Context: an optimization exercise on an open-source flow, tuned for small area, a short achievable clock period and few clock cycles per item. The choices shown serve that exercise and are no tape-out recipe. No functional check of the RTL was part of this run.

===== flow/design.v =====
module phase_rom(
    input  [10:0] theta_i,
    output [14:0] phase_o
);
function [25:0] seg_tab;
    input [7:0] s;
    begin
        case (s)
        8'd0: seg_tab = {15'd0, 11'd1168};
        8'd1: seg_tab = {15'd1093, 11'd462};
        8'd2: seg_tab = {15'd1547, 11'd352};
        8'd3: seg_tab = {15'd1896, 11'd299};
        8'd4: seg_tab = {15'd2191, 11'd262};
        8'd5: seg_tab = {15'd2452, 11'd236};
        8'd6: seg_tab = {15'd2688, 11'd216};
        8'd7: seg_tab = {15'd2905, 11'd204};
        8'd8: seg_tab = {15'd3108, 11'd192};
        8'd9: seg_tab = {15'd3299, 11'd181};
        8'd10: seg_tab = {15'd3481, 11'd173};
        8'd11: seg_tab = {15'd3653, 11'd166};
        8'd12: seg_tab = {15'd3818, 11'd160};
        8'd13: seg_tab = {15'd3978, 11'd152};
        8'd14: seg_tab = {15'd4131, 11'd149};
        8'd15: seg_tab = {15'd4279, 11'd144};
        8'd16: seg_tab = {15'd4423, 11'd140};
        8'd17: seg_tab = {15'd4563, 11'd136};
        8'd18: seg_tab = {15'd4699, 11'd132};
        8'd19: seg_tab = {15'd4831, 11'd131};
        8'd20: seg_tab = {15'd4961, 11'd126};
        8'd21: seg_tab = {15'd5088, 11'd124};
        8'd22: seg_tab = {15'd5211, 11'd122};
        8'd23: seg_tab = {15'd5333, 11'd118};
        8'd24: seg_tab = {15'd5452, 11'd116};
        8'd25: seg_tab = {15'd5569, 11'd115};
        8'd26: seg_tab = {15'd5684, 11'd114};
        8'd27: seg_tab = {15'd5797, 11'd111};
        8'd28: seg_tab = {15'd5908, 11'd109};
        8'd29: seg_tab = {15'd6018, 11'd108};
        8'd30: seg_tab = {15'd6125, 11'd107};
        8'd31: seg_tab = {15'd6232, 11'd106};
        8'd32: seg_tab = {15'd6337, 11'd104};
        8'd33: seg_tab = {15'd6440, 11'd102};
        8'd34: seg_tab = {15'd6543, 11'd100};
        8'd35: seg_tab = {15'd6644, 11'd99};
        8'd36: seg_tab = {15'd6744, 11'd98};
        8'd37: seg_tab = {15'd6843, 11'd96};
        8'd38: seg_tab = {15'd6941, 11'd95};
        8'd39: seg_tab = {15'd7037, 11'd96};
        8'd40: seg_tab = {15'd7133, 11'd94};
        8'd41: seg_tab = {15'd7228, 11'd92};
        8'd42: seg_tab = {15'd7322, 11'd93};
        8'd43: seg_tab = {15'd7414, 11'd92};
        8'd44: seg_tab = {15'd7507, 11'd91};
        8'd45: seg_tab = {15'd7598, 11'd91};
        8'd46: seg_tab = {15'd7689, 11'd90};
        8'd47: seg_tab = {15'd7779, 11'd88};
        8'd48: seg_tab = {15'd7868, 11'd88};
        8'd49: seg_tab = {15'd7957, 11'd88};
        8'd50: seg_tab = {15'd8044, 11'd88};
        8'd51: seg_tab = {15'd8132, 11'd86};
        8'd52: seg_tab = {15'd8219, 11'd85};
        8'd53: seg_tab = {15'd8305, 11'd85};
        8'd54: seg_tab = {15'd8390, 11'd85};
        8'd55: seg_tab = {15'd8475, 11'd84};
        8'd56: seg_tab = {15'd8560, 11'd83};
        8'd57: seg_tab = {15'd8644, 11'd84};
        8'd58: seg_tab = {15'd8727, 11'd83};
        8'd59: seg_tab = {15'd8810, 11'd83};
        8'd60: seg_tab = {15'd8893, 11'd82};
        8'd61: seg_tab = {15'd8975, 11'd82};
        8'd62: seg_tab = {15'd9057, 11'd82};
        8'd63: seg_tab = {15'd9138, 11'd80};
        8'd64: seg_tab = {15'd9219, 11'd80};
        8'd65: seg_tab = {15'd9300, 11'd79};
        8'd66: seg_tab = {15'd9380, 11'd79};
        8'd67: seg_tab = {15'd9459, 11'd80};
        8'd68: seg_tab = {15'd9539, 11'd79};
        8'd69: seg_tab = {15'd9618, 11'd78};
        8'd70: seg_tab = {15'd9697, 11'd78};
        8'd71: seg_tab = {15'd9775, 11'd79};
        8'd72: seg_tab = {15'd9854, 11'd77};
        8'd73: seg_tab = {15'd9932, 11'd77};
        8'd74: seg_tab = {15'd10009, 11'd78};
        8'd75: seg_tab = {15'd10087, 11'd78};
        8'd76: seg_tab = {15'd10164, 11'd76};
        8'd77: seg_tab = {15'd10241, 11'd76};
        8'd78: seg_tab = {15'd10317, 11'd77};
        8'd79: seg_tab = {15'd10394, 11'd76};
        8'd80: seg_tab = {15'd10470, 11'd76};
        8'd81: seg_tab = {15'd10546, 11'd76};
        8'd82: seg_tab = {15'd10622, 11'd75};
        8'd83: seg_tab = {15'd10698, 11'd74};
        8'd84: seg_tab = {15'd10773, 11'd75};
        8'd85: seg_tab = {15'd10848, 11'd75};
        8'd86: seg_tab = {15'd10923, 11'd74};
        8'd87: seg_tab = {15'd10998, 11'd74};
        8'd88: seg_tab = {15'd11073, 11'd74};
        8'd89: seg_tab = {15'd11147, 11'd75};
        8'd90: seg_tab = {15'd11222, 11'd74};
        8'd91: seg_tab = {15'd11296, 11'd74};
        8'd92: seg_tab = {15'd11370, 11'd74};
        8'd93: seg_tab = {15'd11444, 11'd74};
        8'd94: seg_tab = {15'd11518, 11'd74};
        8'd95: seg_tab = {15'd11592, 11'd74};
        8'd96: seg_tab = {15'd11666, 11'd72};
        8'd97: seg_tab = {15'd11739, 11'd72};
        8'd98: seg_tab = {15'd11813, 11'd72};
        8'd99: seg_tab = {15'd11886, 11'd74};
        8'd100: seg_tab = {15'd11960, 11'd72};
        8'd101: seg_tab = {15'd12033, 11'd74};
        8'd102: seg_tab = {15'd12106, 11'd72};
        8'd103: seg_tab = {15'd12179, 11'd72};
        8'd104: seg_tab = {15'd12252, 11'd74};
        8'd105: seg_tab = {15'd12326, 11'd72};
        8'd106: seg_tab = {15'd12398, 11'd72};
        8'd107: seg_tab = {15'd12471, 11'd72};
        8'd108: seg_tab = {15'd12544, 11'd74};
        8'd109: seg_tab = {15'd12617, 11'd72};
        8'd110: seg_tab = {15'd12690, 11'd72};
        8'd111: seg_tab = {15'd12763, 11'd72};
        8'd112: seg_tab = {15'd12836, 11'd71};
        8'd113: seg_tab = {15'd12908, 11'd72};
        8'd114: seg_tab = {15'd12981, 11'd72};
        8'd115: seg_tab = {15'd13054, 11'd72};
        8'd116: seg_tab = {15'd13126, 11'd72};
        8'd117: seg_tab = {15'd13200, 11'd72};
        8'd118: seg_tab = {15'd13273, 11'd72};
        8'd119: seg_tab = {15'd13346, 11'd72};
        8'd120: seg_tab = {15'd13418, 11'd74};
        8'd121: seg_tab = {15'd13492, 11'd72};
        8'd122: seg_tab = {15'd13565, 11'd72};
        8'd123: seg_tab = {15'd13638, 11'd72};
        8'd124: seg_tab = {15'd13711, 11'd72};
        8'd125: seg_tab = {15'd13784, 11'd72};
        8'd126: seg_tab = {15'd13858, 11'd72};
        8'd127: seg_tab = {15'd13931, 11'd74};
        8'd128: seg_tab = {15'd14005, 11'd74};
        8'd129: seg_tab = {15'd14078, 11'd74};
        8'd130: seg_tab = {15'd14152, 11'd74};
        8'd131: seg_tab = {15'd14226, 11'd74};
        8'd132: seg_tab = {15'd14300, 11'd74};
        8'd133: seg_tab = {15'd14374, 11'd74};
        8'd134: seg_tab = {15'd14448, 11'd74};
        8'd135: seg_tab = {15'd14522, 11'd74};
        8'd136: seg_tab = {15'd14597, 11'd75};
        8'd137: seg_tab = {15'd14671, 11'd75};
        8'd138: seg_tab = {15'd14746, 11'd75};
        8'd139: seg_tab = {15'd14821, 11'd75};
        8'd140: seg_tab = {15'd14896, 11'd75};
        8'd141: seg_tab = {15'd14971, 11'd75};
        8'd142: seg_tab = {15'd15047, 11'd75};
        8'd143: seg_tab = {15'd15122, 11'd76};
        8'd144: seg_tab = {15'd15198, 11'd76};
        8'd145: seg_tab = {15'd15274, 11'd76};
        8'd146: seg_tab = {15'd15350, 11'd76};
        8'd147: seg_tab = {15'd15427, 11'd76};
        8'd148: seg_tab = {15'd15503, 11'd77};
        8'd149: seg_tab = {15'd15580, 11'd77};
        8'd150: seg_tab = {15'd15658, 11'd76};
        8'd151: seg_tab = {15'd15735, 11'd77};
        8'd152: seg_tab = {15'd15813, 11'd78};
        8'd153: seg_tab = {15'd15891, 11'd77};
        8'd154: seg_tab = {15'd15969, 11'd78};
        8'd155: seg_tab = {15'd16047, 11'd78};
        8'd156: seg_tab = {15'd16126, 11'd79};
        8'd157: seg_tab = {15'd16206, 11'd78};
        8'd158: seg_tab = {15'd16285, 11'd80};
        8'd159: seg_tab = {15'd16365, 11'd80};
        8'd160: seg_tab = {15'd16445, 11'd80};
        8'd161: seg_tab = {15'd16526, 11'd80};
        8'd162: seg_tab = {15'd16607, 11'd80};
        8'd163: seg_tab = {15'd16688, 11'd82};
        8'd164: seg_tab = {15'd16770, 11'd82};
        8'd165: seg_tab = {15'd16852, 11'd83};
        8'd166: seg_tab = {15'd16935, 11'd83};
        8'd167: seg_tab = {15'd17018, 11'd83};
        8'd168: seg_tab = {15'd17102, 11'd83};
        8'd169: seg_tab = {15'd17185, 11'd84};
        8'd170: seg_tab = {15'd17270, 11'd85};
        8'd171: seg_tab = {15'd17355, 11'd85};
        8'd172: seg_tab = {15'd17441, 11'd86};
        8'd173: seg_tab = {15'd17527, 11'd86};
        8'd174: seg_tab = {15'd17614, 11'd86};
        8'd175: seg_tab = {15'd17701, 11'd88};
        8'd176: seg_tab = {15'd17789, 11'd88};
        8'd177: seg_tab = {15'd17878, 11'd88};
        8'd178: seg_tab = {15'd17967, 11'd90};
        8'd179: seg_tab = {15'd18057, 11'd90};
        8'd180: seg_tab = {15'd18148, 11'd91};
        8'd181: seg_tab = {15'd18240, 11'd91};
        8'd182: seg_tab = {15'd18332, 11'd92};
        8'd183: seg_tab = {15'd18425, 11'd93};
        8'd184: seg_tab = {15'd18519, 11'd95};
        8'd185: seg_tab = {15'd18614, 11'd95};
        8'd186: seg_tab = {15'd18709, 11'd98};
        8'd187: seg_tab = {15'd18807, 11'd96};
        8'd188: seg_tab = {15'd18905, 11'd98};
        8'd189: seg_tab = {15'd19003, 11'd100};
        8'd190: seg_tab = {15'd19104, 11'd101};
        8'd191: seg_tab = {15'd19205, 11'd102};
        8'd192: seg_tab = {15'd19307, 11'd104};
        8'd193: seg_tab = {15'd19411, 11'd104};
        8'd194: seg_tab = {15'd19516, 11'd107};
        8'd195: seg_tab = {15'd19623, 11'd108};
        8'd196: seg_tab = {15'd19731, 11'd108};
        8'd197: seg_tab = {15'd19840, 11'd112};
        8'd198: seg_tab = {15'd19952, 11'd112};
        8'd199: seg_tab = {15'd20065, 11'd115};
        8'd200: seg_tab = {15'd20180, 11'd116};
        8'd201: seg_tab = {15'd20297, 11'd120};
        8'd202: seg_tab = {15'd20417, 11'd122};
        8'd203: seg_tab = {15'd20539, 11'd123};
        8'd204: seg_tab = {15'd20663, 11'd126};
        8'd205: seg_tab = {15'd20789, 11'd130};
        8'd206: seg_tab = {15'd20920, 11'd132};
        8'd207: seg_tab = {15'd21052, 11'd136};
        8'd208: seg_tab = {15'd21189, 11'd140};
        8'd209: seg_tab = {15'd21329, 11'd144};
        8'd210: seg_tab = {15'd21474, 11'd147};
        8'd211: seg_tab = {15'd21622, 11'd154};
        8'd212: seg_tab = {15'd21776, 11'd160};
        8'd213: seg_tab = {15'd21936, 11'd165};
        8'd214: seg_tab = {15'd22102, 11'd173};
        8'd215: seg_tab = {15'd22276, 11'd181};
        8'd216: seg_tab = {15'd22458, 11'd191};
        8'd217: seg_tab = {15'd22650, 11'd203};
        8'd218: seg_tab = {15'd22854, 11'd219};
        8'd219: seg_tab = {15'd23074, 11'd237};
        8'd220: seg_tab = {15'd23312, 11'd261};
        8'd221: seg_tab = {15'd23574, 11'd298};
        8'd222: seg_tab = {15'd23873, 11'd351};
        8'd223: seg_tab = {15'd24222, 11'd461};
        8'd224: seg_tab = {15'd24455, 11'd1171};
        default: seg_tab = 26'd0;
        endcase
    end
endfunction
function [8:0] res_tab;
    input [10:0] t;
    begin
        case (t)
        11'd1: res_tab = 9'd240;
        11'd2: res_tab = 9'd253;
        11'd3: res_tab = 9'd230;
        11'd4: res_tab = 9'd188;
        11'd5: res_tab = 9'd134;
        11'd6: res_tab = 9'd70;
        11'd9: res_tab = 9'd9;
        11'd10: res_tab = 9'd14;
        11'd11: res_tab = 9'd16;
        11'd12: res_tab = 9'd15;
        11'd13: res_tab = 9'd13;
        11'd14: res_tab = 9'd8;
        11'd17: res_tab = 9'd4;
        11'd18: res_tab = 9'd6;
        11'd19: res_tab = 9'd7;
        11'd20: res_tab = 9'd7;
        11'd21: res_tab = 9'd6;
        11'd22: res_tab = 9'd4;
        11'd23: res_tab = 9'd1;
        11'd25: res_tab = 9'd2;
        11'd26: res_tab = 9'd4;
        11'd27: res_tab = 9'd4;
        11'd28: res_tab = 9'd4;
        11'd29: res_tab = 9'd3;
        11'd30: res_tab = 9'd1;
        11'd33: res_tab = 9'd2;
        11'd34: res_tab = 9'd3;
        11'd35: res_tab = 9'd3;
        11'd36: res_tab = 9'd3;
        11'd37: res_tab = 9'd3;
        11'd38: res_tab = 9'd2;
        11'd39: res_tab = 9'd1;
        11'd41: res_tab = 9'd1;
        11'd42: res_tab = 9'd1;
        11'd43: res_tab = 9'd3;
        11'd44: res_tab = 9'd2;
        11'd45: res_tab = 9'd3;
        11'd46: res_tab = 9'd2;
        11'd47: res_tab = 9'd1;
        11'd49: res_tab = 9'd1;
        11'd50: res_tab = 9'd2;
        11'd51: res_tab = 9'd2;
        11'd52: res_tab = 9'd2;
        11'd53: res_tab = 9'd2;
        11'd54: res_tab = 9'd2;
        11'd55: res_tab = 9'd2;
        11'd57: res_tab = 9'd1;
        11'd58: res_tab = 9'd1;
        11'd59: res_tab = 9'd2;
        11'd60: res_tab = 9'd1;
        11'd61: res_tab = 9'd2;
        11'd62: res_tab = 9'd1;
        11'd65: res_tab = 9'd1;
        11'd66: res_tab = 9'd1;
        11'd67: res_tab = 9'd1;
        11'd68: res_tab = 9'd1;
        11'd69: res_tab = 9'd1;
        11'd73: res_tab = 9'd1;
        11'd74: res_tab = 9'd1;
        11'd75: res_tab = 9'd2;
        11'd76: res_tab = 9'd2;
        11'd77: res_tab = 9'd2;
        11'd78: res_tab = 9'd2;
        11'd79: res_tab = 9'd1;
        11'd83: res_tab = 9'd1;
        11'd84: res_tab = 9'd1;
        11'd85: res_tab = 9'd1;
        11'd86: res_tab = 9'd1;
        11'd89: res_tab = 9'd1;
        11'd90: res_tab = 9'd1;
        11'd91: res_tab = 9'd1;
        11'd92: res_tab = 9'd1;
        11'd93: res_tab = 9'd1;
        11'd94: res_tab = 9'd1;
        11'd97: res_tab = 9'd1;
        11'd98: res_tab = 9'd1;
        11'd99: res_tab = 9'd1;
        11'd100: res_tab = 9'd1;
        11'd101: res_tab = 9'd1;
        11'd102: res_tab = 9'd1;
        11'd106: res_tab = 9'd1;
        11'd107: res_tab = 9'd1;
        11'd108: res_tab = 9'd1;
        11'd109: res_tab = 9'd1;
        11'd110: res_tab = 9'd1;
        11'd111: res_tab = 9'd1;
        11'd113: res_tab = 9'd1;
        11'd114: res_tab = 9'd1;
        11'd115: res_tab = 9'd1;
        11'd116: res_tab = 9'd1;
        11'd117: res_tab = 9'd1;
        11'd118: res_tab = 9'd1;
        11'd121: res_tab = 9'd1;
        11'd122: res_tab = 9'd1;
        11'd123: res_tab = 9'd1;
        11'd124: res_tab = 9'd1;
        11'd125: res_tab = 9'd1;
        11'd126: res_tab = 9'd1;
        11'd127: res_tab = 9'd1;
        11'd129: res_tab = 9'd1;
        11'd130: res_tab = 9'd1;
        11'd131: res_tab = 9'd1;
        11'd132: res_tab = 9'd1;
        11'd133: res_tab = 9'd1;
        11'd140: res_tab = 9'd1;
        11'd145: res_tab = 9'd1;
        11'd146: res_tab = 9'd1;
        11'd147: res_tab = 9'd1;
        11'd148: res_tab = 9'd1;
        11'd149: res_tab = 9'd1;
        11'd150: res_tab = 9'd1;
        11'd151: res_tab = 9'd1;
        11'd153: res_tab = 9'd1;
        11'd154: res_tab = 9'd1;
        11'd155: res_tab = 9'd1;
        11'd156: res_tab = 9'd1;
        11'd157: res_tab = 9'd1;
        11'd161: res_tab = 9'd1;
        11'd162: res_tab = 9'd1;
        11'd163: res_tab = 9'd1;
        11'd164: res_tab = 9'd1;
        11'd165: res_tab = 9'd1;
        11'd166: res_tab = 9'd1;
        11'd167: res_tab = 9'd1;
        11'd177: res_tab = 9'd1;
        11'd178: res_tab = 9'd1;
        11'd179: res_tab = 9'd1;
        11'd181: res_tab = 9'd1;
        11'd182: res_tab = 9'd1;
        11'd183: res_tab = 9'd1;
        11'd185: res_tab = 9'd1;
        11'd186: res_tab = 9'd1;
        11'd187: res_tab = 9'd1;
        11'd188: res_tab = 9'd1;
        11'd189: res_tab = 9'd1;
        11'd190: res_tab = 9'd1;
        11'd191: res_tab = 9'd1;
        11'd193: res_tab = 9'd1;
        11'd195: res_tab = 9'd1;
        11'd196: res_tab = 9'd1;
        11'd197: res_tab = 9'd1;
        11'd198: res_tab = 9'd1;
        11'd199: res_tab = 9'd1;
        11'd202: res_tab = 9'd1;
        11'd205: res_tab = 9'd1;
        11'd206: res_tab = 9'd1;
        11'd207: res_tab = 9'd1;
        11'd217: res_tab = 9'd1;
        11'd218: res_tab = 9'd1;
        11'd219: res_tab = 9'd1;
        11'd220: res_tab = 9'd1;
        11'd221: res_tab = 9'd1;
        11'd222: res_tab = 9'd1;
        11'd225: res_tab = 9'd1;
        11'd226: res_tab = 9'd1;
        11'd227: res_tab = 9'd1;
        11'd228: res_tab = 9'd1;
        11'd229: res_tab = 9'd1;
        11'd230: res_tab = 9'd1;
        11'd231: res_tab = 9'd1;
        11'd241: res_tab = 9'd1;
        11'd242: res_tab = 9'd1;
        11'd243: res_tab = 9'd1;
        11'd244: res_tab = 9'd1;
        11'd245: res_tab = 9'd1;
        11'd247: res_tab = 9'd1;
        11'd265: res_tab = 9'd1;
        11'd266: res_tab = 9'd1;
        11'd267: res_tab = 9'd1;
        11'd268: res_tab = 9'd1;
        11'd269: res_tab = 9'd1;
        11'd270: res_tab = 9'd1;
        11'd271: res_tab = 9'd1;
        11'd273: res_tab = 9'd1;
        11'd275: res_tab = 9'd1;
        11'd276: res_tab = 9'd1;
        11'd277: res_tab = 9'd1;
        11'd278: res_tab = 9'd1;
        11'd279: res_tab = 9'd1;
        11'd281: res_tab = 9'd1;
        11'd282: res_tab = 9'd1;
        11'd284: res_tab = 9'd1;
        11'd285: res_tab = 9'd1;
        11'd286: res_tab = 9'd1;
        11'd287: res_tab = 9'd1;
        11'd290: res_tab = 9'd1;
        11'd291: res_tab = 9'd1;
        11'd293: res_tab = 9'd1;
        11'd294: res_tab = 9'd1;
        11'd295: res_tab = 9'd1;
        11'd299: res_tab = 9'd1;
        11'd300: res_tab = 9'd1;
        11'd301: res_tab = 9'd1;
        11'd302: res_tab = 9'd1;
        11'd303: res_tab = 9'd1;
        11'd306: res_tab = 9'd1;
        11'd307: res_tab = 9'd1;
        11'd308: res_tab = 9'd1;
        11'd309: res_tab = 9'd1;
        11'd310: res_tab = 9'd1;
        11'd311: res_tab = 9'd1;
        11'd321: res_tab = 9'd1;
        11'd322: res_tab = 9'd1;
        11'd323: res_tab = 9'd1;
        11'd325: res_tab = 9'd1;
        11'd326: res_tab = 9'd1;
        11'd327: res_tab = 9'd1;
        11'd331: res_tab = 9'd1;
        11'd332: res_tab = 9'd1;
        11'd333: res_tab = 9'd1;
        11'd334: res_tab = 9'd1;
        11'd335: res_tab = 9'd1;
        11'd345: res_tab = 9'd1;
        11'd346: res_tab = 9'd1;
        11'd347: res_tab = 9'd1;
        11'd348: res_tab = 9'd1;
        11'd349: res_tab = 9'd1;
        11'd350: res_tab = 9'd1;
        11'd351: res_tab = 9'd1;
        11'd354: res_tab = 9'd1;
        11'd357: res_tab = 9'd1;
        11'd359: res_tab = 9'd1;
        11'd361: res_tab = 9'd1;
        11'd362: res_tab = 9'd1;
        11'd364: res_tab = 9'd1;
        11'd365: res_tab = 9'd1;
        11'd367: res_tab = 9'd1;
        11'd370: res_tab = 9'd1;
        11'd371: res_tab = 9'd1;
        11'd374: res_tab = 9'd1;
        11'd375: res_tab = 9'd1;
        11'd379: res_tab = 9'd1;
        11'd380: res_tab = 9'd1;
        11'd381: res_tab = 9'd1;
        11'd383: res_tab = 9'd1;
        11'd388: res_tab = 9'd1;
        11'd389: res_tab = 9'd1;
        11'd390: res_tab = 9'd1;
        11'd402: res_tab = 9'd1;
        11'd409: res_tab = 9'd1;
        11'd411: res_tab = 9'd1;
        11'd413: res_tab = 9'd1;
        11'd414: res_tab = 9'd1;
        11'd415: res_tab = 9'd1;
        11'd419: res_tab = 9'd1;
        11'd420: res_tab = 9'd1;
        11'd421: res_tab = 9'd1;
        11'd422: res_tab = 9'd1;
        11'd423: res_tab = 9'd1;
        11'd425: res_tab = 9'd1;
        11'd427: res_tab = 9'd1;
        11'd428: res_tab = 9'd1;
        11'd430: res_tab = 9'd1;
        11'd431: res_tab = 9'd1;
        11'd433: res_tab = 9'd1;
        11'd434: res_tab = 9'd1;
        11'd435: res_tab = 9'd1;
        11'd436: res_tab = 9'd1;
        11'd438: res_tab = 9'd1;
        11'd439: res_tab = 9'd1;
        11'd441: res_tab = 9'd1;
        11'd443: res_tab = 9'd1;
        11'd444: res_tab = 9'd1;
        11'd445: res_tab = 9'd1;
        11'd446: res_tab = 9'd1;
        11'd447: res_tab = 9'd1;
        11'd449: res_tab = 9'd1;
        11'd450: res_tab = 9'd1;
        11'd452: res_tab = 9'd1;
        11'd453: res_tab = 9'd1;
        11'd454: res_tab = 9'd1;
        11'd455: res_tab = 9'd1;
        11'd466: res_tab = 9'd1;
        11'd467: res_tab = 9'd1;
        11'd468: res_tab = 9'd1;
        11'd469: res_tab = 9'd1;
        11'd471: res_tab = 9'd1;
        11'd473: res_tab = 9'd1;
        11'd474: res_tab = 9'd1;
        11'd476: res_tab = 9'd1;
        11'd477: res_tab = 9'd1;
        11'd479: res_tab = 9'd1;
        11'd482: res_tab = 9'd1;
        11'd483: res_tab = 9'd1;
        11'd486: res_tab = 9'd1;
        11'd487: res_tab = 9'd1;
        11'd490: res_tab = 9'd1;
        11'd491: res_tab = 9'd1;
        11'd495: res_tab = 9'd1;
        11'd506: res_tab = 9'd1;
        11'd508: res_tab = 9'd1;
        11'd509: res_tab = 9'd1;
        11'd510: res_tab = 9'd1;
        11'd511: res_tab = 9'd1;
        11'd514: res_tab = 9'd1;
        11'd518: res_tab = 9'd1;
        11'd519: res_tab = 9'd1;
        11'd523: res_tab = 9'd1;
        11'd524: res_tab = 9'd1;
        11'd525: res_tab = 9'd1;
        11'd526: res_tab = 9'd1;
        11'd527: res_tab = 9'd1;
        11'd529: res_tab = 9'd1;
        11'd530: res_tab = 9'd1;
        11'd532: res_tab = 9'd1;
        11'd533: res_tab = 9'd1;
        11'd534: res_tab = 9'd1;
        11'd535: res_tab = 9'd1;
        11'd537: res_tab = 9'd1;
        11'd538: res_tab = 9'd1;
        11'd545: res_tab = 9'd1;
        11'd546: res_tab = 9'd1;
        11'd547: res_tab = 9'd1;
        11'd548: res_tab = 9'd1;
        11'd551: res_tab = 9'd1;
        11'd553: res_tab = 9'd1;
        11'd554: res_tab = 9'd1;
        11'd555: res_tab = 9'd1;
        11'd556: res_tab = 9'd1;
        11'd557: res_tab = 9'd1;
        11'd558: res_tab = 9'd1;
        11'd559: res_tab = 9'd1;
        11'd561: res_tab = 9'd1;
        11'd562: res_tab = 9'd1;
        11'd563: res_tab = 9'd1;
        11'd565: res_tab = 9'd1;
        11'd566: res_tab = 9'd1;
        11'd567: res_tab = 9'd1;
        11'd569: res_tab = 9'd1;
        11'd570: res_tab = 9'd1;
        11'd571: res_tab = 9'd1;
        11'd572: res_tab = 9'd1;
        11'd574: res_tab = 9'd1;
        11'd577: res_tab = 9'd1;
        11'd579: res_tab = 9'd1;
        11'd580: res_tab = 9'd1;
        11'd581: res_tab = 9'd1;
        11'd582: res_tab = 9'd1;
        11'd583: res_tab = 9'd1;
        11'd585: res_tab = 9'd1;
        11'd587: res_tab = 9'd1;
        11'd588: res_tab = 9'd1;
        11'd590: res_tab = 9'd1;
        11'd591: res_tab = 9'd1;
        11'd593: res_tab = 9'd1;
        11'd594: res_tab = 9'd1;
        11'd595: res_tab = 9'd1;
        11'd597: res_tab = 9'd1;
        11'd598: res_tab = 9'd1;
        11'd609: res_tab = 9'd1;
        11'd611: res_tab = 9'd1;
        11'd612: res_tab = 9'd1;
        11'd613: res_tab = 9'd1;
        11'd614: res_tab = 9'd1;
        11'd615: res_tab = 9'd1;
        11'd617: res_tab = 9'd1;
        11'd621: res_tab = 9'd1;
        11'd623: res_tab = 9'd1;
        11'd625: res_tab = 9'd1;
        11'd626: res_tab = 9'd1;
        11'd627: res_tab = 9'd1;
        11'd628: res_tab = 9'd1;
        11'd630: res_tab = 9'd1;
        11'd631: res_tab = 9'd1;
        11'd635: res_tab = 9'd1;
        11'd637: res_tab = 9'd1;
        11'd641: res_tab = 9'd1;
        11'd643: res_tab = 9'd1;
        11'd644: res_tab = 9'd1;
        11'd645: res_tab = 9'd1;
        11'd647: res_tab = 9'd1;
        11'd649: res_tab = 9'd1;
        11'd651: res_tab = 9'd1;
        11'd655: res_tab = 9'd1;
        11'd658: res_tab = 9'd1;
        11'd660: res_tab = 9'd1;
        11'd661: res_tab = 9'd1;
        11'd663: res_tab = 9'd1;
        11'd667: res_tab = 9'd1;
        11'd669: res_tab = 9'd1;
        11'd670: res_tab = 9'd1;
        11'd671: res_tab = 9'd1;
        11'd674: res_tab = 9'd1;
        11'd677: res_tab = 9'd1;
        11'd679: res_tab = 9'd1;
        11'd682: res_tab = 9'd1;
        11'd684: res_tab = 9'd1;
        11'd685: res_tab = 9'd1;
        11'd687: res_tab = 9'd1;
        11'd690: res_tab = 9'd1;
        11'd691: res_tab = 9'd1;
        11'd692: res_tab = 9'd1;
        11'd693: res_tab = 9'd1;
        11'd694: res_tab = 9'd1;
        11'd695: res_tab = 9'd1;
        11'd698: res_tab = 9'd1;
        11'd699: res_tab = 9'd1;
        11'd700: res_tab = 9'd1;
        11'd701: res_tab = 9'd1;
        11'd702: res_tab = 9'd1;
        11'd703: res_tab = 9'd1;
        11'd706: res_tab = 9'd1;
        11'd707: res_tab = 9'd1;
        11'd710: res_tab = 9'd1;
        11'd711: res_tab = 9'd1;
        11'd714: res_tab = 9'd1;
        11'd716: res_tab = 9'd1;
        11'd717: res_tab = 9'd1;
        11'd719: res_tab = 9'd1;
        11'd730: res_tab = 9'd1;
        11'd731: res_tab = 9'd1;
        11'd733: res_tab = 9'd1;
        11'd734: res_tab = 9'd1;
        11'd735: res_tab = 9'd1;
        11'd738: res_tab = 9'd1;
        11'd739: res_tab = 9'd1;
        11'd742: res_tab = 9'd1;
        11'd743: res_tab = 9'd1;
        11'd746: res_tab = 9'd1;
        11'd747: res_tab = 9'd1;
        11'd749: res_tab = 9'd1;
        11'd750: res_tab = 9'd1;
        11'd751: res_tab = 9'd1;
        11'd753: res_tab = 9'd1;
        11'd754: res_tab = 9'd1;
        11'd755: res_tab = 9'd1;
        11'd758: res_tab = 9'd1;
        11'd759: res_tab = 9'd1;
        11'd763: res_tab = 9'd1;
        11'd767: res_tab = 9'd1;
        11'd773: res_tab = 9'd1;
        11'd774: res_tab = 9'd1;
        11'd775: res_tab = 9'd1;
        11'd779: res_tab = 9'd1;
        11'd780: res_tab = 9'd1;
        11'd781: res_tab = 9'd1;
        11'd782: res_tab = 9'd1;
        11'd783: res_tab = 9'd1;
        11'd789: res_tab = 9'd1;
        11'd790: res_tab = 9'd1;
        11'd791: res_tab = 9'd1;
        11'd794: res_tab = 9'd1;
        11'd795: res_tab = 9'd1;
        11'd799: res_tab = 9'd1;
        11'd806: res_tab = 9'd1;
        11'd807: res_tab = 9'd1;
        11'd819: res_tab = 9'd1;
        11'd820: res_tab = 9'd1;
        11'd821: res_tab = 9'd1;
        11'd822: res_tab = 9'd1;
        11'd823: res_tab = 9'd1;
        11'd826: res_tab = 9'd1;
        11'd827: res_tab = 9'd1;
        11'd828: res_tab = 9'd1;
        11'd829: res_tab = 9'd1;
        11'd830: res_tab = 9'd1;
        11'd831: res_tab = 9'd1;
        11'd850: res_tab = 9'd1;
        11'd851: res_tab = 9'd1;
        11'd852: res_tab = 9'd1;
        11'd853: res_tab = 9'd1;
        11'd854: res_tab = 9'd1;
        11'd855: res_tab = 9'd1;
        11'd859: res_tab = 9'd1;
        11'd860: res_tab = 9'd1;
        11'd861: res_tab = 9'd1;
        11'd862: res_tab = 9'd1;
        11'd863: res_tab = 9'd1;
        11'd878: res_tab = 9'd1;
        11'd879: res_tab = 9'd1;
        11'd885: res_tab = 9'd1;
        11'd886: res_tab = 9'd1;
        11'd887: res_tab = 9'd1;
        11'd892: res_tab = 9'd1;
        11'd893: res_tab = 9'd1;
        11'd894: res_tab = 9'd1;
        11'd897: res_tab = 9'd1;
        11'd898: res_tab = 9'd1;
        11'd899: res_tab = 9'd1;
        11'd901: res_tab = 9'd1;
        11'd902: res_tab = 9'd1;
        11'd903: res_tab = 9'd1;
        11'd909: res_tab = 9'd1;
        11'd910: res_tab = 9'd1;
        11'd911: res_tab = 9'd1;
        11'd916: res_tab = 9'd1;
        11'd918: res_tab = 9'd1;
        11'd919: res_tab = 9'd1;
        11'd924: res_tab = 9'd1;
        11'd925: res_tab = 9'd1;
        11'd926: res_tab = 9'd1;
        11'd929: res_tab = 9'd1;
        11'd930: res_tab = 9'd1;
        11'd931: res_tab = 9'd1;
        11'd932: res_tab = 9'd1;
        11'd933: res_tab = 9'd1;
        11'd934: res_tab = 9'd1;
        11'd935: res_tab = 9'd1;
        11'd943: res_tab = 9'd1;
        11'd961: res_tab = 9'd1;
        11'd962: res_tab = 9'd1;
        11'd963: res_tab = 9'd1;
        11'd966: res_tab = 9'd1;
        11'd967: res_tab = 9'd1;
        11'd981: res_tab = 9'd1;
        11'd982: res_tab = 9'd1;
        11'd983: res_tab = 9'd1;
        11'd990: res_tab = 9'd1;
        11'd991: res_tab = 9'd1;
        11'd994: res_tab = 9'd1;
        11'd995: res_tab = 9'd1;
        11'd996: res_tab = 9'd1;
        11'd997: res_tab = 9'd1;
        11'd998: res_tab = 9'd1;
        11'd999: res_tab = 9'd1;
        11'd1001: res_tab = 9'd1;
        11'd1002: res_tab = 9'd1;
        11'd1003: res_tab = 9'd1;
        11'd1004: res_tab = 9'd1;
        11'd1005: res_tab = 9'd1;
        11'd1006: res_tab = 9'd1;
        11'd1007: res_tab = 9'd1;
        11'd1013: res_tab = 9'd1;
        11'd1014: res_tab = 9'd1;
        11'd1015: res_tab = 9'd1;
        11'd1018: res_tab = 9'd1;
        11'd1019: res_tab = 9'd1;
        11'd1022: res_tab = 9'd1;
        11'd1023: res_tab = 9'd1;
        11'd1033: res_tab = 9'd1;
        11'd1034: res_tab = 9'd1;
        11'd1035: res_tab = 9'd1;
        11'd1038: res_tab = 9'd1;
        11'd1039: res_tab = 9'd1;
        11'd1043: res_tab = 9'd1;
        11'd1047: res_tab = 9'd1;
        11'd1051: res_tab = 9'd1;
        11'd1055: res_tab = 9'd1;
        11'd1067: res_tab = 9'd1;
        11'd1071: res_tab = 9'd1;
        11'd1074: res_tab = 9'd1;
        11'd1075: res_tab = 9'd1;
        11'd1078: res_tab = 9'd1;
        11'd1079: res_tab = 9'd1;
        11'd1082: res_tab = 9'd1;
        11'd1083: res_tab = 9'd1;
        11'd1084: res_tab = 9'd1;
        11'd1085: res_tab = 9'd1;
        11'd1086: res_tab = 9'd1;
        11'd1087: res_tab = 9'd1;
        11'd1097: res_tab = 9'd1;
        11'd1098: res_tab = 9'd1;
        11'd1101: res_tab = 9'd1;
        11'd1103: res_tab = 9'd1;
        11'd1106: res_tab = 9'd1;
        11'd1109: res_tab = 9'd1;
        11'd1111: res_tab = 9'd1;
        11'd1114: res_tab = 9'd1;
        11'd1116: res_tab = 9'd1;
        11'd1117: res_tab = 9'd1;
        11'd1119: res_tab = 9'd1;
        11'd1121: res_tab = 9'd1;
        11'd1122: res_tab = 9'd1;
        11'd1125: res_tab = 9'd1;
        11'd1126: res_tab = 9'd1;
        11'd1127: res_tab = 9'd1;
        11'd1130: res_tab = 9'd1;
        11'd1131: res_tab = 9'd1;
        11'd1132: res_tab = 9'd1;
        11'd1133: res_tab = 9'd1;
        11'd1134: res_tab = 9'd1;
        11'd1135: res_tab = 9'd1;
        11'd1140: res_tab = 9'd1;
        11'd1141: res_tab = 9'd1;
        11'd1143: res_tab = 9'd1;
        11'd1145: res_tab = 9'd1;
        11'd1147: res_tab = 9'd1;
        11'd1149: res_tab = 9'd1;
        11'd1153: res_tab = 9'd1;
        11'd1157: res_tab = 9'd1;
        11'd1159: res_tab = 9'd1;
        11'd1163: res_tab = 9'd1;
        11'd1165: res_tab = 9'd1;
        11'd1167: res_tab = 9'd1;
        11'd1169: res_tab = 9'd1;
        11'd1171: res_tab = 9'd1;
        11'd1172: res_tab = 9'd1;
        11'd1173: res_tab = 9'd1;
        11'd1174: res_tab = 9'd1;
        11'd1175: res_tab = 9'd1;
        11'd1177: res_tab = 9'd1;
        11'd1181: res_tab = 9'd1;
        11'd1183: res_tab = 9'd1;
        11'd1185: res_tab = 9'd1;
        11'd1186: res_tab = 9'd1;
        11'd1187: res_tab = 9'd1;
        11'd1188: res_tab = 9'd1;
        11'd1190: res_tab = 9'd1;
        11'd1191: res_tab = 9'd1;
        11'd1193: res_tab = 9'd1;
        11'd1195: res_tab = 9'd1;
        11'd1196: res_tab = 9'd1;
        11'd1198: res_tab = 9'd1;
        11'd1199: res_tab = 9'd1;
        11'd1205: res_tab = 9'd1;
        11'd1206: res_tab = 9'd1;
        11'd1207: res_tab = 9'd1;
        11'd1209: res_tab = 9'd1;
        11'd1211: res_tab = 9'd1;
        11'd1212: res_tab = 9'd1;
        11'd1213: res_tab = 9'd1;
        11'd1214: res_tab = 9'd1;
        11'd1215: res_tab = 9'd1;
        11'd1227: res_tab = 9'd1;
        11'd1228: res_tab = 9'd1;
        11'd1229: res_tab = 9'd1;
        11'd1230: res_tab = 9'd1;
        11'd1231: res_tab = 9'd1;
        11'd1233: res_tab = 9'd1;
        11'd1237: res_tab = 9'd1;
        11'd1238: res_tab = 9'd1;
        11'd1239: res_tab = 9'd1;
        11'd1241: res_tab = 9'd2;
        11'd1242: res_tab = 9'd1;
        11'd1243: res_tab = 9'd1;
        11'd1244: res_tab = 9'd1;
        11'd1245: res_tab = 9'd2;
        11'd1246: res_tab = 9'd2;
        11'd1247: res_tab = 9'd1;
        11'd1249: res_tab = 9'd1;
        11'd1250: res_tab = 9'd1;
        11'd1251: res_tab = 9'd1;
        11'd1252: res_tab = 9'd1;
        11'd1253: res_tab = 9'd1;
        11'd1255: res_tab = 9'd1;
        11'd1257: res_tab = 9'd1;
        11'd1260: res_tab = 9'd1;
        11'd1261: res_tab = 9'd1;
        11'd1262: res_tab = 9'd1;
        11'd1263: res_tab = 9'd1;
        11'd1283: res_tab = 9'd1;
        11'd1284: res_tab = 9'd1;
        11'd1286: res_tab = 9'd1;
        11'd1287: res_tab = 9'd1;
        11'd1294: res_tab = 9'd1;
        11'd1295: res_tab = 9'd1;
        11'd1302: res_tab = 9'd1;
        11'd1303: res_tab = 9'd1;
        11'd1307: res_tab = 9'd1;
        11'd1311: res_tab = 9'd1;
        11'd1314: res_tab = 9'd1;
        11'd1315: res_tab = 9'd1;
        11'd1318: res_tab = 9'd1;
        11'd1319: res_tab = 9'd1;
        11'd1321: res_tab = 9'd1;
        11'd1322: res_tab = 9'd1;
        11'd1325: res_tab = 9'd1;
        11'd1327: res_tab = 9'd1;
        11'd1330: res_tab = 9'd1;
        11'd1333: res_tab = 9'd1;
        11'd1335: res_tab = 9'd1;
        11'd1338: res_tab = 9'd1;
        11'd1340: res_tab = 9'd1;
        11'd1341: res_tab = 9'd1;
        11'd1343: res_tab = 9'd1;
        11'd1349: res_tab = 9'd1;
        11'd1351: res_tab = 9'd1;
        11'd1353: res_tab = 9'd1;
        11'd1354: res_tab = 9'd1;
        11'd1355: res_tab = 9'd1;
        11'd1356: res_tab = 9'd1;
        11'd1357: res_tab = 9'd1;
        11'd1358: res_tab = 9'd1;
        11'd1359: res_tab = 9'd1;
        11'd1361: res_tab = 9'd1;
        11'd1363: res_tab = 9'd1;
        11'd1364: res_tab = 9'd1;
        11'd1366: res_tab = 9'd1;
        11'd1367: res_tab = 9'd1;
        11'd1369: res_tab = 9'd1;
        11'd1371: res_tab = 9'd1;
        11'd1372: res_tab = 9'd1;
        11'd1373: res_tab = 9'd1;
        11'd1374: res_tab = 9'd1;
        11'd1375: res_tab = 9'd1;
        11'd1381: res_tab = 9'd1;
        11'd1382: res_tab = 9'd1;
        11'd1385: res_tab = 9'd1;
        11'd1386: res_tab = 9'd1;
        11'd1389: res_tab = 9'd1;
        11'd1390: res_tab = 9'd1;
        11'd1391: res_tab = 9'd1;
        11'd1393: res_tab = 9'd1;
        11'd1395: res_tab = 9'd1;
        11'd1397: res_tab = 9'd1;
        11'd1398: res_tab = 9'd1;
        11'd1399: res_tab = 9'd1;
        11'd1414: res_tab = 9'd1;
        11'd1415: res_tab = 9'd1;
        11'd1421: res_tab = 9'd1;
        11'd1422: res_tab = 9'd1;
        11'd1423: res_tab = 9'd1;
        11'd1427: res_tab = 9'd1;
        11'd1431: res_tab = 9'd1;
        11'd1434: res_tab = 9'd1;
        11'd1435: res_tab = 9'd1;
        11'd1437: res_tab = 9'd1;
        11'd1438: res_tab = 9'd1;
        11'd1439: res_tab = 9'd1;
        11'd1442: res_tab = 9'd1;
        11'd1444: res_tab = 9'd1;
        11'd1445: res_tab = 9'd1;
        11'd1447: res_tab = 9'd1;
        11'd1452: res_tab = 9'd1;
        11'd1453: res_tab = 9'd1;
        11'd1454: res_tab = 9'd1;
        11'd1455: res_tab = 9'd1;
        11'd1457: res_tab = 9'd1;
        11'd1461: res_tab = 9'd1;
        11'd1463: res_tab = 9'd1;
        11'd1465: res_tab = 9'd1;
        11'd1466: res_tab = 9'd1;
        11'd1467: res_tab = 9'd1;
        11'd1468: res_tab = 9'd1;
        11'd1470: res_tab = 9'd1;
        11'd1471: res_tab = 9'd1;
        11'd1481: res_tab = 9'd1;
        11'd1482: res_tab = 9'd1;
        11'd1484: res_tab = 9'd1;
        11'd1485: res_tab = 9'd1;
        11'd1486: res_tab = 9'd1;
        11'd1487: res_tab = 9'd1;
        11'd1489: res_tab = 9'd1;
        11'd1490: res_tab = 9'd1;
        11'd1491: res_tab = 9'd1;
        11'd1494: res_tab = 9'd1;
        11'd1502: res_tab = 9'd1;
        11'd1503: res_tab = 9'd1;
        11'd1510: res_tab = 9'd1;
        11'd1511: res_tab = 9'd1;
        11'd1513: res_tab = 9'd1;
        11'd1517: res_tab = 9'd1;
        11'd1519: res_tab = 9'd1;
        11'd1533: res_tab = 9'd1;
        11'd1535: res_tab = 9'd1;
        11'd1550: res_tab = 9'd1;
        11'd1551: res_tab = 9'd1;
        11'd1554: res_tab = 9'd1;
        11'd1559: res_tab = 9'd1;
        11'd1571: res_tab = 9'd1;
        11'd1573: res_tab = 9'd1;
        11'd1574: res_tab = 9'd1;
        11'd1575: res_tab = 9'd1;
        11'd1577: res_tab = 9'd1;
        11'd1588: res_tab = 9'd1;
        11'd1591: res_tab = 9'd1;
        11'd1594: res_tab = 9'd1;
        11'd1597: res_tab = 9'd1;
        11'd1599: res_tab = 9'd1;
        11'd1601: res_tab = 9'd1;
        11'd1603: res_tab = 9'd1;
        11'd1605: res_tab = 9'd1;
        11'd1606: res_tab = 9'd1;
        11'd1607: res_tab = 9'd1;
        11'd1629: res_tab = 9'd1;
        11'd1631: res_tab = 9'd1;
        11'd1633: res_tab = 9'd1;
        11'd1637: res_tab = 9'd1;
        11'd1638: res_tab = 9'd1;
        11'd1640: res_tab = 9'd1;
        11'd1642: res_tab = 9'd1;
        11'd1643: res_tab = 9'd1;
        11'd1646: res_tab = 9'd1;
        11'd1647: res_tab = 9'd1;
        11'd1655: res_tab = 9'd1;
        11'd1657: res_tab = 9'd1;
        11'd1663: res_tab = 9'd1;
        11'd1685: res_tab = 9'd1;
        11'd1687: res_tab = 9'd1;
        11'd1691: res_tab = 9'd1;
        11'd1695: res_tab = 9'd1;
        11'd1705: res_tab = 9'd1;
        11'd1707: res_tab = 9'd1;
        11'd1708: res_tab = 9'd1;
        11'd1710: res_tab = 9'd1;
        11'd1711: res_tab = 9'd1;
        11'd1713: res_tab = 9'd1;
        11'd1715: res_tab = 9'd1;
        11'd1718: res_tab = 9'd1;
        11'd1719: res_tab = 9'd1;
        11'd1726: res_tab = 9'd1;
        11'd1727: res_tab = 9'd1;
        11'd1728: res_tab = 9'd1;
        11'd1729: res_tab = 9'd1;
        11'd1732: res_tab = 9'd1;
        11'd1734: res_tab = 9'd1;
        11'd1735: res_tab = 9'd1;
        11'd1736: res_tab = 9'd1;
        11'd1737: res_tab = 9'd1;
        11'd1738: res_tab = 9'd1;
        11'd1741: res_tab = 9'd1;
        11'd1742: res_tab = 9'd1;
        11'd1743: res_tab = 9'd2;
        11'd1744: res_tab = 9'd1;
        11'd1745: res_tab = 9'd1;
        11'd1746: res_tab = 9'd1;
        11'd1749: res_tab = 9'd1;
        11'd1750: res_tab = 9'd1;
        11'd1751: res_tab = 9'd2;
        11'd1752: res_tab = 9'd1;
        11'd1753: res_tab = 9'd1;
        11'd1758: res_tab = 9'd1;
        11'd1759: res_tab = 9'd2;
        11'd1760: res_tab = 9'd2;
        11'd1761: res_tab = 9'd1;
        11'd1766: res_tab = 9'd2;
        11'd1767: res_tab = 9'd3;
        11'd1768: res_tab = 9'd4;
        11'd1769: res_tab = 9'd2;
        11'd1770: res_tab = 9'd1;
        11'd1774: res_tab = 9'd2;
        11'd1775: res_tab = 9'd4;
        11'd1776: res_tab = 9'd6;
        11'd1777: res_tab = 9'd3;
        11'd1778: res_tab = 9'd1;
        11'd1781: res_tab = 9'd1;
        11'd1782: res_tab = 9'd3;
        11'd1783: res_tab = 9'd7;
        11'd1784: res_tab = 9'd15;
        11'd1785: res_tab = 9'd8;
        11'd1786: res_tab = 9'd3;
        11'd1787: res_tab = 9'd1;
        11'd1789: res_tab = 9'd2;
        11'd1790: res_tab = 9'd8;
        11'd1791: res_tab = 9'd16;
        11'd1792: res_tab = 9'd256;
        11'd1793: res_tab = 9'd186;
        11'd1794: res_tab = 9'd123;
        11'd1795: res_tab = 9'd67;
        11'd1796: res_tab = 9'd24;
        11'd1798: res_tab = 9'd12;
        11'd1799: res_tab = 9'd257;
        default: res_tab = 9'd0;
        endcase
    end
endfunction
wire [25:0] seg_w = seg_tab(theta_i[10:3]);
wire [8:0] res_w = res_tab(theta_i);
wire [13:0] lin_w = seg_w[10:0] * theta_i[2:0];
assign phase_o = seg_w[25:11] + lin_w[13:3] + res_w;
endmodule
`timescale 1ns / 1ps
module cordicManager (
  input           clk_i,
  input           nrst_i,
  input   [23:0]  freq_i,
  input           theta_iteration_valid_i,
  input   [11:0]  theta_iteration_i,
  output          dt_Ticks_valid_o,
  output          next_dt_Ticks_o,
  output  [15:0]  dt_Ticks_o
);
localparam S  = 3;                   
localparam NC = (18 + S - 1) / S;    
localparam FB = S * NC;              
localparam [24:0] C1 = 25'd6588397;
localparam [24:0] C2 = 25'd13176794;
reg         busy_r, fin_r, vo_r;
reg [2:0]   cnt_r;                   
wire start_w = theta_iteration_valid_i & ~busy_r & ~fin_r;
always @(posedge clk_i or negedge nrst_i) begin
  if (~nrst_i) begin
    busy_r <= 1'b0;
    fin_r  <= 1'b0;
    vo_r   <= 1'b0;
    cnt_r  <= 3'd0;
  end else begin
    vo_r <= 1'b0;
    if (start_w) begin
      busy_r <= 1'b1;
      cnt_r  <= 3'd0;
    end else if (busy_r) begin
      cnt_r <= cnt_r + 3'd1;
      if (cnt_r == NC) begin
        busy_r <= 1'b0;
        fin_r  <= 1'b1;
        vo_r   <= 1'b1;
      end
    end else if (fin_r & ~theta_iteration_valid_i) begin
      fin_r <= 1'b0;
    end
  end
end
assign dt_Ticks_valid_o = vo_r;
assign next_dt_Ticks_o  = fin_r & ~theta_iteration_valid_i;
wire [14:0] rom_w;
phase_rom rom_uut (.theta_i(theta_iteration_i[10:0]), .phase_o(rom_w));
reg  [14:0] ph_r;
reg  [S-1:0] fb_r;                   
wire [FB-1:0] fpad_w = {{(FB-18){1'b0}}, freq_i[17:0]};
wire [2:0]  fidx_w = start_w ? 3'd0 : cnt_r + 3'd1;
function [S-1:0] fsel;
  input [2:0]    idx;
  input [FB-1:0] f;
  integer k;
  begin
    fsel = f[FB-1 -: S];
    for (k = 1; k < NC; k = k + 1)
      if (idx == k) fsel = f[FB-1-S*k -: S];
  end
endfunction
wire [S-1:0] fsel_w = fsel(fidx_w, fpad_w);
always @(posedge clk_i) begin
  ph_r <= rom_w;
  fb_r <= fsel_w;
end
function [51:0] srt_step;
  input [24:0] ws;
  input [24:0] wc;
  input        b;
  input [14:0] ph;
  reg [24:0] a, c, d, s1, c1, kc, s2, c2;
  reg [4:0]  est;
  reg        qp2, qp1, qm1;
  begin
    a   = {ws[23:0], 1'b0};
    c   = {wc[23:0], 1'b0};
    d   = b ? {3'b000, ph, 7'b0} : 25'd0;
    est = a[24:20] + c[24:20] + {3'b000, d[21:20]};
    qp2 = ~est[4] & est[3];                          
    qp1 = ~est[4] & ~est[3] & (est[2] | est[1]);     
    qm1 = est[4] & ~(est[3] & est[2]);               
    kc  = qp2 ? ~C2 : qp1 ? ~C1 : qm1 ? C1 : 25'd0;  
    s1  = a ^ c ^ d;
    c1  = {(a[23:0] & c[23:0]) | (a[23:0] & d[23:0]) | (c[23:0] & d[23:0]), 1'b0};
    s2  = s1 ^ c1 ^ kc;
    c2  = {(s1[23:0] & c1[23:0]) | (s1[23:0] & kc[23:0]) | (c1[23:0] & kc[23:0]), qp2 | qp1};
    srt_step = {qp2 | qp1, qp2 | ~(qp1 | qm1), s2, c2};
  end
endfunction
reg  [24:0] ws_r, wc_r;
reg  [17:0] dhi_r, dlo_r;            
wire [24:0] ws_w [0:S];
wire [24:0] wc_w [0:S];
wire [S-1:0] dhi_w, dlo_w;
assign ws_w[0] = ws_r;
assign wc_w[0] = wc_r;
genvar g;
generate
  for (g = 0; g < S; g = g + 1) begin : STEP
    wire [51:0] r_w = srt_step(ws_w[g], wc_w[g], fb_r[S-1-g], ph_r);
    assign dhi_w[S-1-g] = r_w[51];
    assign dlo_w[S-1-g] = r_w[50];
    assign ws_w[g+1]    = r_w[49:25];
    assign wc_w[g+1]    = r_w[24:0];
  end
endgenerate
always @(posedge clk_i) begin
  ws_r  <= start_w ? 25'd0 : ws_w[S];
  wc_r  <= start_w ? 25'd0 : wc_w[S];
  dhi_r <= {dhi_r[17-S:0], dhi_w};
  dlo_r <= {dlo_r[17-S:0], dlo_w};
end
wire [24:0] w_w;
pfx_add #(25) add_w (.a_i(ws_r), .b_i(wc_r), .c_i(1'b0), .s_o(w_w));
wire        neg_w = w_w[24];
wire [22:0] r_w;
pfx_add #(23) add_r (.a_i(w_w[22:0]), .b_i(neg_w ? C1[22:0] : 23'd0), .c_i(1'b0), .s_o(r_w));
wire [17:0] qt_w;
pfx_add #(18) add_q (.a_i(dlo_r), .b_i({dhi_r[16:0], 1'b0}), .c_i(~neg_w), .s_o(qt_w));
reg  [16:0] qt_r;
reg  [2:0]  ge_r;
always @(posedge clk_i) begin
  qt_r <= qt_w[16:0];
  ge_r <= {r_w >= 23'd3598724, r_w >= 23'd203017, r_w >= 23'd3395707};
end
wire sel1_w = (qt_r > 17'd41721)  | ((qt_r == 17'd41721)  & ge_r[0]);
wire sel2_w = (qt_r > 17'd83443)  | ((qt_r == 17'd83443)  & ge_r[1]);
wire sel3_w = (qt_r > 17'd125164) | ((qt_r == 17'd125164) & ge_r[2]);
wire [16:0] qj_w = sel3_w ? 17'd125164 : sel2_w ? 17'd83443 : sel1_w ? 17'd41721 : 17'd0;
wire        bw_w = sel3_w ? ~ge_r[2] : sel2_w ? ~ge_r[1] : sel1_w & ~ge_r[0];
wire [16:0] dt_w;
pfx_add #(17) add_dt (.a_i(qt_r), .b_i(~qj_w), .c_i(~bw_w), .s_o(dt_w));
assign dt_Ticks_o = dt_w[15:0];
endmodule
module pfx_add #(parameter W = 8) (
  input  [W-1:0] a_i,
  input  [W-1:0] b_i,
  input          c_i,
  output [W-1:0] s_o
);
function [W-1:0] carries;            
  input [W-1:0] a, b;
  input         c;
  reg   [W-1:0] gg, pp;
  integer d, i;
  begin
    gg = a & b;
    pp = a ^ b;
    gg[0] = gg[0] | (pp[0] & c);
    for (d = 1; d < W; d = d * 2)
      for (i = W - 1; i >= d; i = i - 1) begin
        gg[i] = gg[i] | (pp[i] & gg[i-d]);
        pp[i] = pp[i] & pp[i-d];
      end
    carries = {gg[W-2:0], c};
  end
endfunction
assign s_o = a_i ^ b_i ^ carries(a_i, b_i, c_i);
endmodule

===== flow/config.mk =====
export PLATFORM = sky130hd
export DESIGN_NAME = cordicManager
export DESIGN_NICKNAME = cordicManager
export VERILOG_FILES = /design/flow/design.v
export SDC_FILE = /design/flow/constraint.sdc
export NUM_CORES = 4
export LEC_CHECK = 0
export CAP_MARGIN = 20
export CORE_MARGIN = 2
export CORE_UTILIZATION = 40
export SLEW_MARGIN = 20
export SYNTH_MEMORY_MAX_BITS = 65536

===== flow/run.sh =====
#!/bin/bash
# synth_recipe.tcl (not shown) runs the flow's synth.tcl, then flattens the netlist and writes it again
# the make line also repeats each setting of config.mk as NAME=value (left out here)
make -C /OpenROAD-flow-scripts/flow DESIGN_CONFIG=/design/flow/config.mk WORK_HOME=/design/flow/orfs CLKGATE_MAP_FILE= SYNTH_SCRIPT=/design/flow/synth_recipe.tcl finish

===== flow/constraint.sdc =====
create_clock -name core_clock -period 8.0 [get_ports {clk_i}]
set_input_delay 1.6000 -clock core_clock [delete_from_list [all_inputs] [get_ports {clk_i}]]
set_output_delay 1.6000 -clock core_clock [all_outputs]
set_load 0.01 [all_outputs]

==> reports/results.tsv <==
stage	metric	value	unit
place	placed_area	22350	sq um
logic_synthesis	synth_nets	2855	
timing	tns	0	ns
logic_synthesis	ys.flop_type	dfxtp_1	
logic_synthesis	netlist_instances	2515	
logic_synthesis	synth_top_area_share	13.34	%
clock_tree	insertion_delay	0.44	ns
run_status	outcome	no timing/DRC/antenna violations	
logic_synthesis	synth_area_per_cell	7.639	sq um
timing	finalClockSkew	0.01039	ns
worst_setup_path	arrival	8.13	ns
global_routing	grt_max_degree	86	
worst_setup_path	rr_worst_depth	33	
clock_tree	numCtsBuffers	17	
die	core_area	47550	sq um
detailed_routing	drtIter0Drc	2052	
clock_tree	path_clk_slew	0.06	ns
timing	hold_viol_final	0	
final_layout	insertedDiodeCount	0	
logic_synthesis	synthDistinctLibCells	105	
clock_tree	ctsRootBufferMaster	clkbuf_16	
die	fp-row-count	80	
timing	fin_crit	7.802	ns
place	io_buffers	49	
clock_tree	cts_tree	yes	
logic_synthesis	yosys-top-cells-area	fa_1 13%, dfxtp_1 13%, ha_1 11%	
logic_synthesis	syn_area	19210	sq um
timing	max-slew-margin-rel	30.21	%
flow_run	maxCapViolations	0	
logic_synthesis	synth_async_sr_flop_share	4.762	%
logic_synthesis	synth-edff-count	0	
global_routing	grt_overflow	0	
worst_setup_path	cp-start-kind	register	
place	globalplace.congestion	1.010	
final_layout	final_cells	3370	
hold_path	hold_path.class	register to register	
final_layout	layout-drive-gt1-share	18.15	%
detailed_routing	drc_errors	0	
clock_tree	clock_sinks	126	
place	dp_cells	3325	
logic_synthesis	yosysSeqAreaShare	13.29	%
detailed_routing	first_pass_iters	6	
timing	drv_slew	0	
clock_tree	htreeDepth	4	
logic_synthesis	synthTopCellsByCount	230 x nor2_1, 216 x nand2_1, 198 x a21oi_1, 197 x o21ai_0, 175 x inv_1	
final_layout	fin_area	23300	sq um
worst_setup_path	cp_max_fo	7	
detailed_routing	wl_per_cell	23.19	microns
detailed_routing	routed_wl	78160	microns
timing	rsz0062_at_grt	yes	
place	place_ws	-0.6064	ns
worst_setup_path	critPathRequiredTime	8.33	ns
logic_synthesis	yosys_warnings	6	
die	dieArea	49800	sq um
clock_tree	clockBufferDepth	2	
die	io_pins	57	
timing	setup_ws	0.1982	ns
logic_synthesis	ys_seq_elements	126	
logic_synthesis	netlist.top_cell.by_area	fa_1	
timing	setup_viol	0	
global_routing	grt_first_pass_wirelength	118900	microns
hold_path	whs_path_depth	0	
detailed_routing	antenna_left	0	
detailed_routing	viasPerCell	6.080	
global_routing	grt_util_all_layers	31.10	%
timing	fin_crit_sh	97.52	%
die	die_x	223.2	microns
worst_setup_path	max_stage_delay	0.46	ns
die	initial_utilization	40.41	%
worst_setup_path	critPathKind	register to register	
die	die_h	223.2	microns
timing	worst_slew_pin_slew	1.043	ns
final_layout	area_delta_synth_final	21.30	%
detailed_routing	vias	20490	
logic_synthesis	yosysMostFrequentCell	nor2_1	
global_routing	grt_pass1_vias	20210	
timing	clock.fmax	0.1282	GHz
worst_setup_path	slowest_stage	fa_2	
worst_setup_path	end_kind	register	
place	dp_hpwl	61740	microns
final_layout	fin_nets	3082	
timing	holdWs	0.3543	ns
global_routing	antenna_found_initial	0	
## sequential cells by signal, indices dropped and copies added, names as in the netlist
register and flops:
vo_r 1, fb_r 3, wc_r 24, ws_r 25
cnt_r 3, dhi_r 16, ge_r 3, fin_r 1
dlo_r 17, ph_r 15, busy_r 1, qt_r 17
## path summary, 6_finish.rpt
check | slack [ns] | endpoint | start
max in group asynchronous | 6.38 | cnt_r[1]$_DFFE_PN0P_ | nrst_i
worst max-delay path | 0.20 | ws_r[23]$_SDFF_PP0_ | fb_r[2]$_DFF_P_
worst min-delay path | 0.35 | dlo_r[11]$_DFF_P_ | dlo_r[8]$_DFF_P_
min in group asynchronous | 1.40 | fin_r$_DFFE_PN0P_ | nrst_i
worst min register to register | 0.35 | dlo_r[11]$_DFF_P_ | dlo_r[8]$_DFF_P_
worst max register to register | 0.20 | ws_r[23]$_SDFF_PP0_ | fb_r[2]$_DFF_P_
## metal layers
layer  share of wire, %  up-vias  global-route usage (%)  wire [microns]
met5                  0        -                       0               0
met4                6.8        0                   17.86            5307
met3                7.0      257                   3.622            5457
met2                 47      969                   52.74           36740
met1                 39     9801                   38.29           30650
li1                   -     9462                       -               -
## layout by cell type, fill, tap and decap left out, types with 55 or more instances in the layout
cell	netlist	layout
nor2_1	230	228
fa_1	128	121
nand2_1	216	210
ha_1	173	164
xnor2_1	56	55
dfxtp_1	120	119
buf_4	1	310
and2_1	83	82
a21oi_1	198	193
o21ai_0	197	189
nor3_1	60	57
inv_1	175	171
## per-stage QoR
step | utilization (%)
2_1_floorplan | -
3_3_place_gp | 47.00
3_5_place_dp | 47.00
4_1_cts | 48.43
5_1_grt | 49.01
6_report | 49.01
## cells by family after synthesis
| group | count (synthesis) | synth area share (%) |
|---|---|---|
| simple gates | 807 | 20.04 |
| mux | 43 | 3.146 |
| fa+ha+maj | 301 | 24.61 |
| flops | 126 | 13.29 |
| xor+xnor | 90 | 4.253 |
| compound gates | 805 | 27.84 |
| buf+inv | 343 | 6.832 |
## layout make-up
cell class | instances | area (sq um)
clock inverters | 15 | 151.4
inverters | 180 | 683.2
multi-input cells | 2046 | 15670
flip-flops and latches | 126 | 2556
repair buffers | 371 | 3052
well taps | 615 | 769.5
fillers | 4656 | 24240
clock buffers | 17 | 425.4
## timing repair
| item | in CTS | in global routing |
|---|---|---|
| setup buffers | 3 | 10 |
| endpoints found under the setup margin | 52 | 39 |
| gates resized for setup | 22 | 45 |
| gates cloned | 0 | 0 |
| pin swaps | 3 | 27 |
| hold buffers | 0 | 0 |
## worst max-delay path, delay by kind of cell, from the launching register on
family | cells | cell delay, ns
AO/OA/AOI/OAI | 5 | 0.91
XOR/XNOR | 3 | 0.63
adder cells (fa/ha/maj) | 10 | 3.35
buffers and inverters | 7 | 0.86
flip-flops | 1 | 0.39
AND/OR/NAND/NOR | 8 | 1.56

afterwards: timing with drivers on the ports:
The results above use ideal ports. As a check the final layout listed here was re-extracted and re-timed, cells and wires unchanged.
Step 1: set_driving_cell puts a clkbuf_16 on clk_i and a buf_2 on each other input, an assumption about the parent block.
Step 2 times the ports against the registers' clock, not the clock port: input delays grow and output delays shrink by t, the midpoint of the rising clock arrivals with the driver on.
Slacks: no drivers / after step 1 / after step 2; pairs: no drivers / after step 1.
shift t [ns]: 0.479
setup slack, ns: 0.198 / 0.198 / -0.231
latest minus earliest clock arrival (ns): 0.011 / 0.011
cell pins on the clock port's net: 1
With both steps, setup timing fails in this run, where it was met with ideal ports. The setup slack of this run moves by 0.000 ns with the drivers and by -0.429 ns with both steps.
